Background: an optimization exercise with open tools, aiming at small area and a short achievable clock period. Do not read the settings as production practice. The RTL was checked by simulation tests, not by an equivalence proof against the original design. Power figures rest on the tool's default switching activity, not on a simulated workload.

// fpu16_top
module fpu16_top(
    input         aclk,
    input  [15:0] a,
    input  [15:0] b,
    input         a_valid,
    input         b_valid,
    output [15:0] add_result,
    output        add_valid,
    output [15:0] sub_result,
    output        sub_valid,
    output [15:0] mul_result,
    output        mul_valid,
    output [7:0]  cmp_result,
    output        cmp_valid
    );
    reg v0, v1, v2, v3, v4, v5;
    always @(posedge aclk) begin
        v0 <= a_valid & b_valid;
        v1 <= v0; v2 <= v1; v3 <= v2; v4 <= v3; v5 <= v4;
    end
    reg [15:0] a0, b0;
    reg cmp_q;
    wire ge;
    fpu_cmp_core u_cmp(.a(a), .b(b), .ge(ge));
    always @(posedge aclk) begin
        a0 <= a;
        b0 <= b;
        cmp_q <= ge;
    end
    assign cmp_result = {7'b0, cmp_q};
    assign cmp_valid = v0;
    wire a_gt, a_eq;
    mag_cmp15 u_agt(.x(a0[14:0]), .y(b0[14:0]), .gt(a_gt), .eq(a_eq));
    wire h_a0 = |a0[14:10];
    wire h_b0 = |b0[14:10];
    wire [4:0] ea1 = {a0[14:11], a0[10] | ~h_a0};
    wire [4:0] eb1 = {b0[14:11], b0[10] | ~h_b0};
    wire [4:0] dab = ea1 - eb1;
    wire [4:0] dba = eb1 - ea1;
    wire [3:0] dab_c = (dab > 5'd14) ? 4'd14 : dab[3:0];
    wire [3:0] dba_c = (dba > 5'd14) ? 4'd14 : dba[3:0];
    reg [14:0] l1, s1;
    reg ls1, es1, fs1, hl1, hs1;
    reg [3:0] d1;
    always @(posedge aclk) begin
        l1  <= a_gt ? a0[14:0] : b0[14:0];
        s1  <= a_gt ? b0[14:0] : a0[14:0];
  ...
For scale: roughly 2,500 cells after synthesis, about 380 flip-flops, about 95 I/O pins, roughly 0.020 mm2 of cells after synthesis.
clock: 8.0 ns
lec_check: 0
abc_area: 1
cap_margin: 20
core_margin: 2
core_utilization: 40
setup_slack_margin: 4.9
slew_margin: 20
run.sh (not shown) runs the stock make flow with config.mk's settings and CLKGATE_MAP_FILE= SYNTH_SCRIPT=/design/flow/synth_recipe.tcl, a recipe that flattens the netlist after the stock synthesis.
Change:
--- a/flow/design.v
+++ b/flow/design.v
@@ -188,22 +188,31 @@
     assign r1 = {1'b0, x[10] & y[10], w179, w177, w175, w173, w171, w169, w167, w165, w163, w161, w159, w157, w155, w153, w151, w149, w147, x[2] & y[0], x[1] & y[0], 1'b0};
 endmodule
 module lzc12(
     input  [11:0] op,
     output [3:0]  cnt
     );
     assign cnt =
         op[11] ? 4'd0 : op[10] ? 4'd1 : op[9] ? 4'd2 : op[8] ? 4'd3 :
         op[7] ? 4'd4 : op[6] ? 4'd5 : op[5] ? 4'd6 : op[4] ? 4'd7 :
         op[3] ? 4'd8 : op[2] ? 4'd9 : op[1] ? 4'd10 : op[0] ? 4'd11 : 4'd12;
 endmodule
+module tzc11(
+    input  [10:0] op,
+    output [3:0]  cnt
+    );
+    assign cnt =
+        op[0] ? 4'd0 : op[1] ? 4'd1 : op[2] ? 4'd2 : op[3] ? 4'd3 :
+        op[4] ? 4'd4 : op[5] ? 4'd5 : op[6] ? 4'd6 : op[7] ? 4'd7 :
+        op[8] ? 4'd8 : op[9] ? 4'd9 : op[10] ? 4'd10 : 4'd11;
+endmodule
 module fpu_cmp_core(
     input  [15:0] a,
     input  [15:0] b,
     output        ge
     );
     wire gt, eq;
     mag_cmp15 u_mag(.x(a[14:0]), .y(b[14:0]), .gt(gt), .eq(eq));
     assign ge = (a[15] ^ b[15]) ? ~a[15] : (a[15] ? ~gt : (gt | eq));
 endmodule
 module mag_cmp15(
     input  [14:0] x,
@@ -373,67 +382,75 @@
         add_vq <= v4 & ~(&add_c[14:10]);
         sub_vq <= v4 & ~(&sub_c[14:10]);
     end
     assign add_result = add_q;
     assign add_valid = add_vq;
     assign sub_result = sub_q;
     assign sub_valid = sub_vq;
     wire [10:0] m_x = {hl1, l1[9:0]};
     wire [10:0] m_y = {hs1, s1[9:0]};
     wire [21:0] cs0, cs1;
     mul11_cs u_mul(.x(m_x), .y(m_y), .r0(cs0), .r1(cs1));
+    wire [3:0] tz_x, tz_y;
+    tzc11 u_tzx(m_x, tz_x);
+    tzc11 u_tzy(m_y, tz_y);
     reg [21:0] cs0_2, cs1_2;
     reg [6:0] t2;
+    reg [4:0] tz2;
     reg msg2, nan2, psel2, zero2;
     always @(posedge aclk) begin
         cs0_2 <= cs0;
         cs1_2 <= cs1;
         t2    <= {2'b0, l1[14:11], l1[10] | ~hl1} + {2'b0, s1[14:11], s1[10] | ~hs1} - 7'd15;
+        tz2   <= tz_x + tz_y;
         msg2  <= es1;
         nan2  <= &l1[14:10];
         psel2 <= (&s1[14:10]) & (ls1 ^ fs1);
         zero2 <= ~hs1 & ~(|s1[9:0]);
     end
     wire [21:0] q_sum = cs0_2 + cs1_2;
     wire [9:0] payload = psel2 ? sal2[12:3] : l2[9:0];
     reg [21:0] q3;
     reg [6:0] t3;
+    reg [4:0] tz3;
     reg msg3, nan3, zero3;
     always @(posedge aclk) begin
         q3    <= nan2 ? {2'b01, payload, 10'b0} : q_sum;
         t3    <= t2;
+        tz3   <= tz2;
         msg3  <= msg2;
         nan3  <= nan2;
         zero3 <= zero2;
     end
     wire [3:0] lq;
     lzc12 u_lq(q3[21:10], lq);
     wire normal = ~t3[6] & (t3[5:0] >= {2'b0, lq});
+    wire [6:0] tzq = {2'b0, tz3} + {3'b0, lq};
+    wire [6:0] tzt = {2'b0, tz3} + t3;
     reg [21:0] q4;
     reg [6:0] l4, e4;
-    reg normal4, msg4, nan4, zero4;
+    reg normal4, st4, msg4, nan4, zero4;
     always @(posedge aclk) begin
         q4      <= q3;
         l4      <= normal ? {3'b0, lq} : t3;
         e4      <= t3 + 7'd1 - {3'b0, lq};
         normal4 <= normal;
+        st4     <= normal ? (tzq <= 7'd9) : ($signed(tzt) <= 9);
         msg4    <= msg3;
         nan4    <= nan3;
         zero4   <= zero3;
     end
     wire [32:0] q_pad = {q4, 11'b0};
     wire [6:0] q_sh = 7'd11 - l4;
     wire [32:0] q_z = q_pad >> q_sh[4:0];
     wire [11:0] win = q_z[21:10];
-    wire [22:0] below = ~({23{1'b1}} << q_sh[4:0]);
-    wire st4 = |(q4 & below[22:1]);
     wire [6:0] e4p1 = e4 + 7'd1;
     reg [10:0] mant5;
     reg [4:0] e5;
     reg inc5, ovn5, ovc5, normal5, msg5, nan5, zero5;
     always @(posedge aclk) begin
         mant5   <= win[11:1];
         inc5    <= win[0] & (st4 | win[1]);
         e5      <= e4[4:0];
         ovn5    <= normal4 & ($signed(e4) > 30);
         ovc5    <= normal4 & ($signed(e4p1) > 30);
         normal5 <= normal4;
Outcome: Sequential power rises slightly; non-clock buffer count rises by 6; setup slack is worse by 0.047 ns; total power falls by a few percent; routed wire length rises by a few percent; core utilization hardly moves; final area rises by a few percent; clock power falls by roughly a tenth; area after synthesis rises by a few percent.

[afterwards: timing with drivers on the ports]
The results above use ideal ports. As a check the final layouts listed here were re-extracted and re-timed, cells and wires unchanged. Step 1 (the two cells are an assumption about what drives the block):
set clk [get_ports {aclk}]
set_driving_cell -lib_cell sky130_fd_sc_hd__clkbuf_16 $clk
set_driving_cell -lib_cell sky130_fd_sc_hd__buf_2 [delete_from_list [all_inputs] $clk]
Step 2 moves the port delays by t, midway between the first and last clock arrival at a register: inputs arrive t later, outputs are due t later. That takes back most of the time a late clock gives input paths. Three values: ideal, step 1, step 2; two values: the first two.
run | t, ns | setup WS [ns] | hold WS [ns] | pins driven straight from the clock port
the first run | 0.605 | 4.973 / 4.919 / 4.477 | 0.321 / 0.321 / 0.321 | 1
the second run | 0.610 | 4.926 / 4.926 / 4.442 | 0.324 / 0.324 / 0.324 | 1
After both steps setup and hold are still met in every run listed. The setup slack of the first run, which loses most, moves by -0.054 ns with the drivers and by -0.496 ns with both steps.
